Context: an optimization exercise on an open-source flow, tuned for small area. The choices shown serve that exercise and are no tape-out recipe. In this exercise RTL edits were held to simulation tests only and were not proved equivalent to the original. No driver is modelled on the clock port, so clock power and skew are understated where the tree is cut down; a real chip needs a root buffer or a tree. Power is estimated from default activity; no workload was simulated.

== main ==
==> flow/design.v <==
module ALU_DESIGN #(parameter DW = 8, CW = 4)(INP_VALID,OPA,OPB,CIN,CLK,RST,CMD,CE,MODE,COUT,OFLOW,RES,G,E,L,ERR);
  input [DW-1:0] OPA,OPB;
  input CLK,RST,CE,MODE,CIN;
  input [CW-1:0] CMD;
  input [1:0] INP_VALID;
  output reg [DW:0] RES;
  output reg COUT;
  output reg OFLOW;
  output reg G;
  output reg E;
  output reg L;
  output reg ERR;
  reg [7:0] A, B;
  reg [3:0] C;
  reg       VA, VB;
  reg [4:0] W;
  reg [8:0] P;
  always @(posedge CLK) begin
    if (INP_VALID[0]) A <= OPA;
    if (INP_VALID[1]) B <= OPB;
    if (|INP_VALID)   C <= CMD;
    if (RST) begin
      VA <= 1'b0;
      VB <= 1'b0;
      W  <= 5'd0;
    end else begin
      if (INP_VALID[0]) VA <= 1'b1;
      if (INP_VALID[1]) VB <= 1'b1;
      if (|INP_VALID) W <= 5'd0;
      else if ((VA ^ VB) && !W[4]) W <= W + 5'd1;
    end
  end
  wire both = VA & VB;
  wire tmo  = !RST && W[4] && ((INP_VALID == 2'b01 && VB) || (INP_VALID == 2'b10 && VA));
  wire [15:0] k = 16'd1 << C;
  wire am = MODE;
  wire lm = !MODE;
  wire selB = k[6] | k[7] | k[10] | k[11];
  wire yB   = k[0] | k[1] | k[2] | k[3] | k[8];
  wire yI   = k[1] | k[3] | k[5] | k[7] | k[8];
  wire cin  = k[0] ? 1'b0 : k[1] ? 1'b1 : k[2] ? CIN : k[3] ? ~CIN :
              (k[4] | k[6] | k[9]);
  wire [7:0] X = selB ? B : A;
  wire [7:0] Y = ({8{yB}} & B) ^ {8{yI}};
  wire [8:0] cc;
  wire [7:0] sum;
  assign cc[0] = cin;
  genvar i;
  generate for (i = 0; i < 8; i = i + 1) begin : add
    fa_m f(.a(X[i]), .b(Y[i]), .c(cc[i]), .s(sum[i]), .co(cc[i+1]));
  end endgenerate
  wire cy = cc[8];
  wire allff = &sum;
  wire lt = ~cy & ~(allff & ~cin);
  wire s9 = C[0];
  wire [7:0] U = s9 ? A + 8'd1 : {A[6:0], 1'b0};
  wire [7:0] V = B + {7'd0, s9};
  wire [8:0] prod;
  wire mp0_0 = U[0] & V[0];
  wire mp0_1 = U[0] & V[1];
  wire mp0_2 = U[0] & V[2];
  wire mp0_3 = U[0] & V[3];
  wire mp0_4 = U[0] & V[4];
  wire mp0_5 = U[0] & V[5];
  wire mp0_6 = U[0] & V[6];
  wire mp0_7 = U[0] & V[7];
  wire mp1_0 = U[1] & V[0];
  wire mp1_1 = U[1] & V[1];
  wire mp1_2 = U[1] & V[2];
  wire mp1_3 = U[1] & V[3];
  wire mp1_4 = U[1] & V[4];
  wire mp1_5 = U[1] & V[5];
  wire mp1_6 = U[1] & V[6];
  wire mp1_7 = U[1] & V[7];
  wire mp2_0 = U[2] & V[0];
  wire mp2_1 = U[2] & V[1];
  wire mp2_2 = U[2] & V[2];
  wire mp2_3 = U[2] & V[3];
  wire mp2_4 = U[2] & V[4];
  wire mp2_5 = U[2] & V[5];
  wire mp2_6 = U[2] & V[6];
  wire mp3_0 = U[3] & V[0];
  wire mp3_1 = U[3] & V[1];
  wire mp3_2 = U[3] & V[2];
  wire mp3_3 = U[3] & V[3];
  wire mp3_4 = U[3] & V[4];
  wire mp3_5 = U[3] & V[5];
  wire mp4_0 = U[4] & V[0];
  wire mp4_1 = U[4] & V[1];
  wire mp4_2 = U[4] & V[2];
  wire mp4_3 = U[4] & V[3];
  wire mp4_4 = U[4] & V[4];
  wire mp5_0 = U[5] & V[0];
  wire mp5_1 = U[5] & V[1];
  wire mp5_2 = U[5] & V[2];
  wire mp5_3 = U[5] & V[3];
  wire mp6_0 = U[6] & V[0];
  wire mp6_1 = U[6] & V[1];
  wire mp6_2 = U[6] & V[2];
  wire mp7_0 = U[7] & V[0];
  wire mp7_1 = U[7] & V[1];
  wire ms0, mc0;
  ha_m u1(.a(mp0_1), .b(mp1_0), .s(ms0), .co(mc0));
  wire ms1, mc1;
  fa_m u2(.a(mp0_2), .b(mp1_1), .c(mp2_0), .s(ms1), .co(mc1));
  wire ms2, mc2;
  ha_m u3(.a(mc0), .b(ms1), .s(ms2), .co(mc2));
  wire ms3, mc3;
  fa_m u4(.a(mp0_3), .b(mp1_2), .c(mp2_1), .s(ms3), .co(mc3));
  wire ms4, mc4;
  fa_m u5(.a(mp3_0), .b(mc1), .c(ms3), .s(ms4), .co(mc4));
  wire ms5, mc5;
  ha_m u6(.a(mc2), .b(ms4), .s(ms5), .co(mc5));
  wire ms6, mc6;
  fa_m u7(.a(mp0_4), .b(mp1_3), .c(mp2_2), .s(ms6), .co(mc6));
  wire ms7, mc7;
  fa_m u8(.a(mp3_1), .b(mp4_0), .c(mc3), .s(ms7), .co(mc7));
  wire ms8, mc8;
  fa_m u9(.a(ms6), .b(mc4), .c(ms7), .s(ms8), .co(mc8));
  wire ms9, mc9;
  ha_m u10(.a(mc5), .b(ms8), .s(ms9), .co(mc9));
  wire ms10, mc10;
  fa_m u11(.a(mp0_5), .b(mp1_4), .c(mp2_3), .s(ms10), .co(mc10));
  wire ms11, mc11;
  fa_m u12(.a(mp3_2), .b(mp4_1), .c(mp5_0), .s(ms11), .co(mc11));
  wire ms12, mc12;
  fa_m u13(.a(mc6), .b(ms10), .c(ms11), .s(ms12), .co(mc12));
  wire ms13, mc13;
  fa_m u14(.a(mc7), .b(ms12), .c(mc8), .s(ms13), .co(mc13));
  wire ms14, mc14;
  ha_m u15(.a(mc9), .b(ms13), .s(ms14), .co(mc14));
  wire ms15, mc15;
  fa_m u16(.a(mp0_6), .b(mp1_5), .c(mp2_4), .s(ms15), .co(mc15));
  wire ms16, mc16;
  fa_m u17(.a(mp3_3), .b(mp4_2), .c(mp5_1), .s(ms16), .co(mc16));
  wire ms17, mc17;
  fa_m u18(.a(mp6_0), .b(mc10), .c(mc11), .s(ms17), .co(mc17));
  wire ms18, mc18;
  fa_m u19(.a(ms15), .b(ms16), .c(mc12), .s(ms18), .co(mc18));
  wire ms19, mc19;
  fa_m u20(.a(ms17), .b(ms18), .c(mc13), .s(ms19), .co(mc19));
  wire ms20, mc20;
  ha_m u21(.a(mc14), .b(ms19), .s(ms20), .co(mc20));
  wire ms21, mc21;
  fa_m u22(.a(mp0_7), .b(mp1_6), .c(mp2_5), .s(ms21), .co(mc21));
  wire ms22, mc22;
  fa_m u23(.a(mp3_4), .b(mp4_3), .c(mp5_2), .s(ms22), .co(mc22));
  wire ms23, mc23;
  fa_m u24(.a(mp6_1), .b(mp7_0), .c(mc15), .s(ms23), .co(mc23));
  wire ms24, mc24;
  fa_m u25(.a(mc16), .b(ms21), .c(ms22), .s(ms24), .co(mc24));
  wire ms25, mc25;
  fa_m u26(.a(mc17), .b(ms23), .c(ms24), .s(ms25), .co(mc25));
  wire ms26, mc26;
  fa_m u27(.a(mc18), .b(ms25), .c(mc19), .s(ms26), .co(mc26));
  wire ms27, mc27;
  ha_m u28(.a(mc20), .b(ms26), .s(ms27), .co(mc27));
  wire mx28 = mp1_7 ^ mp2_6;
  wire mx29 = mp3_5 ^ mp4_4;
  wire mx30 = mp5_3 ^ mp6_2;
  wire mx31 = mp7_1 ^ mx28;
  wire mx32 = mx29 ^ mx30;
  wire mx33 = mc21 ^ mc22;
  wire mx34 = mx31 ^ mx32;
  wire mx35 = mx33 ^ mx34;
  wire mx36 = mc23 ^ mc24;
  wire mx37 = mx35 ^ mx36;
  wire mx38 = mc25 ^ mx37;
  wire mx39 = mx38 ^ mc26;
  wire mx40 = mx39 ^ mc27;
  assign prod = {mx40, ms27, ms20, ms14, ms9, ms5, ms2, ms0, mp0_0};
  wire [2:0] amt = (lm & (k[8] | k[10])) ? 3'd7 :
                   (lm & (k[9] | k[11])) ? 3'd1 :
                   k[13] ? (3'd0 - B[2:0]) : B[2:0];
  wire [7:0] r1 = amt[0] ? {X[6:0], X[7]} : X;
  wire [7:0] r2 = amt[1] ? {r1[5:0], r1[7:6]} : r1;
  wire [7:0] r3 = amt[2] ? {r2[3:0], r2[7:4]} : r2;
  wire shr = lm & (k[8] | k[10]);
  wire shl = lm & (k[9] | k[11]);
  wire [7:0] rmask = {~shr, 6'b111111, ~shl};
  wire useR = lm & (C[3] & ~(C[2] & C[1]));
  wire [7:0] rv = r3 & rmask & {8{useR}};
  wire [3:0] lut = {4{lm}} & {k[0] | k[2] | k[5],
                               k[1] | k[2] | k[4] | k[7],
                               k[1] | k[2] | k[4] | k[6],
                               k[1] | k[3] | k[5] | k[6] | k[7]};
  wire [7:0] lv;
  generate for (i = 0; i < 8; i = i + 1) begin : g
    assign lv[i] = lut[{A[i], B[i]}];
  end endgenerate
  wire useS = am & (k[0] | k[1] | k[2] | k[3] | k[4] | k[5] | k[6] | k[7]);
  wire useP = am & (k[9] | k[10]);
  wire [8:0] res_n = ({9{useS}} & {cy ^ yI, sum}) | ({9{useP}} & P) | {1'b0, lv | rv};
  wire step = CE & (RST | both);
  wire mul  = am & (k[9] | k[10]);
  always @(posedge CLK) begin
    if (step) begin
      RES   <= RST ? 9'd0 : res_n;
      COUT  <= !RST & am & (k[0] | k[2]) & cy;
      OFLOW <= !RST & am & (k[1] | k[3]) & lt;
      G     <= !RST & am & k[8] & cy;
      E     <= !RST & am & k[8] & allff;
      L     <= !RST & am & k[8] & lt;
      ERR   <= !RST & lm & k[12] & (|B[7:4]);
      if (RST) P <= 9'd0;
      else if (mul) P <= prod;
    end
    if (tmo) ERR <= 1'b1;
  end
endmodule
module fa_m(input a, input b, input c, output s, output co);
  assign s = a ^ b ^ c;
  assign co = (a & b) | (a & c) | (b & c);
endmodule
module ha_m(input a, input b, output s, output co);
  assign s = a ^ b;
  assign co = a & b;
endmodule
export LEC_CHECK = 0
export ABC_AREA = 1
export CAP_MARGIN = 20
export CORE_MARGIN = 2
export CORE_UTILIZATION = 40
export SLEW_MARGIN = 20
export SYNTH_HIERARCHICAL = 1
export SYNTH_MINIMUM_KEEP_SIZE = 0
create_clock -name core_clock -period 6.0 [get_ports {CLK}]
standard.sh (not shown) runs the stock make flow with config.mk's settings and CLKGATE_MAP_FILE= SYNTH_SCRIPT=/design/flow/synth_recipe.tcl, a recipe that flattens the netlist after the stock synthesis.
==> flow/flow/run.sh <==
#!/bin/bash
# Own layout flow: the standard ORFS flow (standard.sh), with two changes:
#  - synthesis maps logic with an area-only ABC script (flow/abc_area.script);
#    everything else in synthesis, including flip-flop mapping, is the standard one;
#  - every input and output port still gets a buffer, but a buf_1 one.
# Each step's full output goes to a log file in the work folder.
set -euo pipefail
W="$(pwd)"
S="SYNTH_SCRIPT=$W/flow/synth_area.tcl"
bash standard.sh "$S" synth > "$W/log_synth.txt" 2>&1
bash standard.sh "$S" "BUFFER_PORTS_ARGS=-buffer_cell sky130_fd_sc_hd__buf_1" finish > "$W/log_layout.txt" 2>&1
==> flow/flow/abc_area.script <==
strash
dch -f
amap
strash
dc2
dch -f
amap
topo
==> flow/flow/synth_area.tcl <==
# Standard synthesis (synth_recipe.tcl), except that the final ABC mapping uses
# an area-only script without a delay target.
set ::own_flow_dir [file dirname [file normalize [info script]]]
proc abc {args} {
  set i [lsearch -exact $args -script]
  if {$i >= 0} {
    set args [lreplace $args [expr {$i + 1}] [expr {$i + 1}] [file join $::own_flow_dir abc_area.script]]
  }
  set j [lsearch -exact $args -D]
  if {$j >= 0} { set args [lreplace $args $j [expr {$j + 1}]] }
  yosys abc {*}$args
}
source [file join [file dirname $::own_flow_dir] synth_recipe.tcl]
Every stage of the flow completed for main, and the final layout passed the timing, DRC and antenna checks.
Setup changes, main to the feature branch
# main
export LEC_CHECK = 0
export ABC_AREA = 1
export CAP_MARGIN = 20
export CORE_MARGIN = 2
export CORE_UTILIZATION = 40
export SLEW_MARGIN = 20
export SYNTH_HIERARCHICAL = 1
export SYNTH_MINIMUM_KEEP_SIZE = 0
create_clock -name core_clock -period 6.0 [get_ports {CLK}]
# the feature branch
export LEC_CHECK = 0
export ABC_AREA = 1
export CAP_MARGIN = 0
export CORE_MARGIN = 2
export CORE_UTILIZATION = 40
export GPL_TIMING_DRIVEN = 0
export SLEW_MARGIN = 0
export SYNTH_HIERARCHICAL = 1
export SYNTH_MINIMUM_KEEP_SIZE = 0
create_clock -name core_clock -period 6.0 [get_ports {CLK}]
--- a/flow/flow/run.sh
+++ b/flow/flow/run.sh
@@ -11 +11 @@
-bash standard.sh "$S" "BUFFER_PORTS_ARGS=-buffer_cell sky130_fd_sc_hd__buf_1" finish > "$W/log_layout.txt" 2>&1
+bash standard.sh "$S" "BUFFER_PORTS_ARGS=-buffer_cell sky130_fd_sc_hd__buf_1" "CTS_ARGS=-sink_clustering_enable -repair_clock_nets -dont_use_dummy_load" finish > "$W/log_layout.txt" 2>&1
[summary]
When the feature branch is set beside main, its data required time of the worst path turns out to be 40 ps smaller.
Looking at via count, the feature branch sits about 0.37% above main.
Looking at sum of routed wire length over all layers across the feature branch and main, the one that comes out lower is the feature branch.
Looking at area overhead of the layout relative to synthesis, the feature branch sits 0.63 points below main.
main → the feature branch: part of the total power dissipated in the clock network went down by 2.8 points, met1 wire length increased by 0.92% relative to the old numbers.
Relative to main, the power measured on the feature branch has decreased by a few percent.
The feature branch ends up with lower global-route wire length before repair than main does.
On core utilization: the feature branch sits below main.

========
Another version of the RTL of ALU_DESIGN (not shown whole).
Size in the first run: roughly 520 cells after synthesis, roughly 51 flip-flops, ~4300 sq um of cells after synthesis.
Settings: LEC_CHECK=0, ABC_AREA=1, CAP_MARGIN=20, CORE_MARGIN=2, CORE_UTILIZATION=40, SLEW_MARGIN=20; clock period 6.0 ns.
==> flow/flow/run.sh <==
#!/bin/bash
# Own layout flow: the standard ORFS flow (standard.sh), with two changes:
#  - synthesis maps logic with an area-only ABC script (flow/abc_area.script);
#    everything else in synthesis, including flip-flop mapping, is the standard one;
#  - every input and output port still gets a buffer, but a buf_1 one.
# Each step's full output goes to a log file in the work folder.
set -euo pipefail
W="$(pwd)"
S="SYNTH_SCRIPT=$W/flow/synth_area.tcl"
bash standard.sh "$S" synth > "$W/log_synth.txt" 2>&1
bash standard.sh "$S" "BUFFER_PORTS_ARGS=-buffer_cell sky130_fd_sc_hd__buf_1" finish > "$W/log_layout.txt" 2>&1
Scripts as last shown in full above: flow/flow/abc_area.script, flow/flow/synth_area.tcl
The starting point completed with no timing, DRC or antenna violations.
==> next run, changes <==
==> flow/run.sh (new file) <==
#!/bin/bash
# synth_recipe.tcl (not shown) runs the flow's synth.tcl, then flattens the netlist and writes it again
# the make line also repeats each setting of config.mk as NAME=value (left out here)
make -C /OpenROAD-flow-scripts/flow DESIGN_CONFIG=/design/flow/config.mk WORK_HOME=/design/flow/orfs CLKGATE_MAP_FILE= SYNTH_SCRIPT=/design/flow/synth_recipe.tcl finish
removed: flow/flow/run.sh
removed: flow/flow/abc_area.script
removed: flow/flow/synth_area.tcl
removed: flow/standard.sh
Effect:
- The new run finished with timing, DRC and antenna clean
- routed wire length went up by a few percent
- total power went up by roughly a tenth
- design area went up by about a fifth
- non-clock buffer count went down by 7
- worst hold slack loses 0.0032 ns
- sequential power went up by a few percent
- area after synthesis went up by roughly a tenth

========
v4:
ALU_DESIGN, a different RTL version from the one above (not shown whole).
For scale: about 430 cells after synthesis, about 49 flip-flops, roughly 3600 um^2 of cells after synthesis.
==> flow/config.mk <==
export PLATFORM = sky130hd
export DESIGN_NAME = ALU_DESIGN
export DESIGN_NICKNAME = ALU_DESIGN
export VERILOG_FILES = /design/flow/design.v
export SDC_FILE = /design/flow/constraint.sdc
export NUM_CORES = 4
export LEC_CHECK = 0
export ABC_AREA = 1
export CAP_MARGIN = 0
export CORE_MARGIN = 2
export CORE_UTILIZATION = 40
export GPL_TIMING_DRIVEN = 1
export SLEW_MARGIN = 0
export SYNTH_HIERARCHICAL = 1
export SYNTH_MINIMUM_KEEP_SIZE = 0
==> flow/constraint.sdc <==
create_clock -name core_clock -period 6.0 [get_ports {CLK}]
set_input_delay 1.2000 -clock core_clock [delete_from_list [all_inputs] [get_ports {CLK}]]
set_output_delay 1.2000 -clock core_clock [all_outputs]
set_load 0.01 [all_outputs]
==> flow/flow/run.sh <==
#!/bin/bash
# Own layout flow: the standard ORFS flow (standard.sh), with three changes:
#  - synthesis maps logic with an area-only ABC script (flow/abc_area.script);
#    everything else in synthesis, including flip-flop mapping, is the standard one;
#  - every input and output port still gets a buffer, but a buf_1 one;
#  - the clock tree is four clkbuf_8, each driving a group of flip-flops
#    straight from the clock port (flow/cts_flat.tcl, run as the CTS step's
#    pre-hook, replaces the H-tree builder).
# Each step's full output goes to a log file in the work folder.
set -euo pipefail
W="$(pwd)"
S="SYNTH_SCRIPT=$W/flow/synth_area.tcl"
bash standard.sh "$S" synth > "$W/log_synth.txt" 2>&1
bash standard.sh "$S" "BUFFER_PORTS_ARGS=-buffer_cell sky130_fd_sc_hd__buf_1" "PRE_CTS_TCL=$W/flow/cts_flat.tcl" finish > "$W/log_layout.txt" 2>&1
Other scripts of this flow, unchanged in this note and not shown: flow/flow/abc_area.script, flow/flow/cts_flat.tcl, flow/flow/synth_area.tcl
v4: flow completed, timing, DRC and antenna clean
Inputs modified between v4 and v40:
- changing GPL_TIMING_DRIVEN from 1 to 0
- changing CORE_UTILIZATION from 40 to 55
### Flow results
- Relative to v4, the final worst hold slack of v40 is lower by 0.0085 ns.
- met1 routed wirelength after detailed routing in v40 is about 7% below v4.
- From v4 to v40 the numbers moved as follows: via count of the routed design essentially unchanged, power essentially unchanged, peak supply drop increased 51 uV, sum of met2 wire segment lengths after detailed routing decreased about 3.4%.
- NOTE: routed wire length per instance in v40 exceeds that of v4
- Sort v4 and v40 by sequential share of layout area, descending, and v40 comes first.
Inputs modified between v40 and v32:
- CORE_UTILIZATION: 55 -> 40
==> results.txt <==
The higher total length of routed met3 wires of v32 and v40 is in v32.
| via-per-instance ratio | v32 vs v40 | 0.41 lower |
Relative to v40, the clock network power measured on v32 has increased by a few percent.
Of the two candidates, v40 has the worse register-to-register slack and v32 the better one.
No run of this note takes its clock network from TritonCTS; it comes from the design's own scripts or RTL.

[re-timing with driven ports]
How much do the figures lean on ideal ports? The routed layouts below were timed once more, with nothing changed but the port constraints.
Step 1: set_driving_cell puts a clkbuf_16 on CLK and a buf_2 on each other input, an assumption about the parent block.
Step 2 times the ports against the registers' clock, not the clock port: input delays grow and output delays shrink by t, the midpoint of the rising clock arrivals with the driver on.
Three values: no drivers, after step 1, after step 2; two values: the first two.
run | t, ns | slack for setup (ns) | hold slack, ns
main | 0.346 | 0.355 / 0.355 / 0.256 | 0.461 / 0.461 / 0.461
the feature branch | 0.327 | 0.177 / 0.177 / 0.177 | 0.460 / 0.460 / 0.460
the first run of note 2 | 0.349 | 0.354 / 0.354 / 0.310 | 0.488 / 0.488 / 0.488
the second run of note 2 | 0.326 | 0.699 / 0.699 / 0.699 | 0.485 / 0.485 / 0.485
v4 | 0.201 | 0.659 / 0.684 / 0.497 | 0.487 / 0.487 / 0.487
v40 | 0.206 | 0.237 / 0.237 / 0.237 | 0.478 / 0.478 / 0.478
v32 | 0.197 | 0.296 / 0.296 / 0.296 | 0.482 / 0.482 / 0.482
After both steps setup and hold are still met in every run listed. The setup slack of v4, which loses most, moves by +0.025 ns with the drivers and by -0.162 ns with both steps.
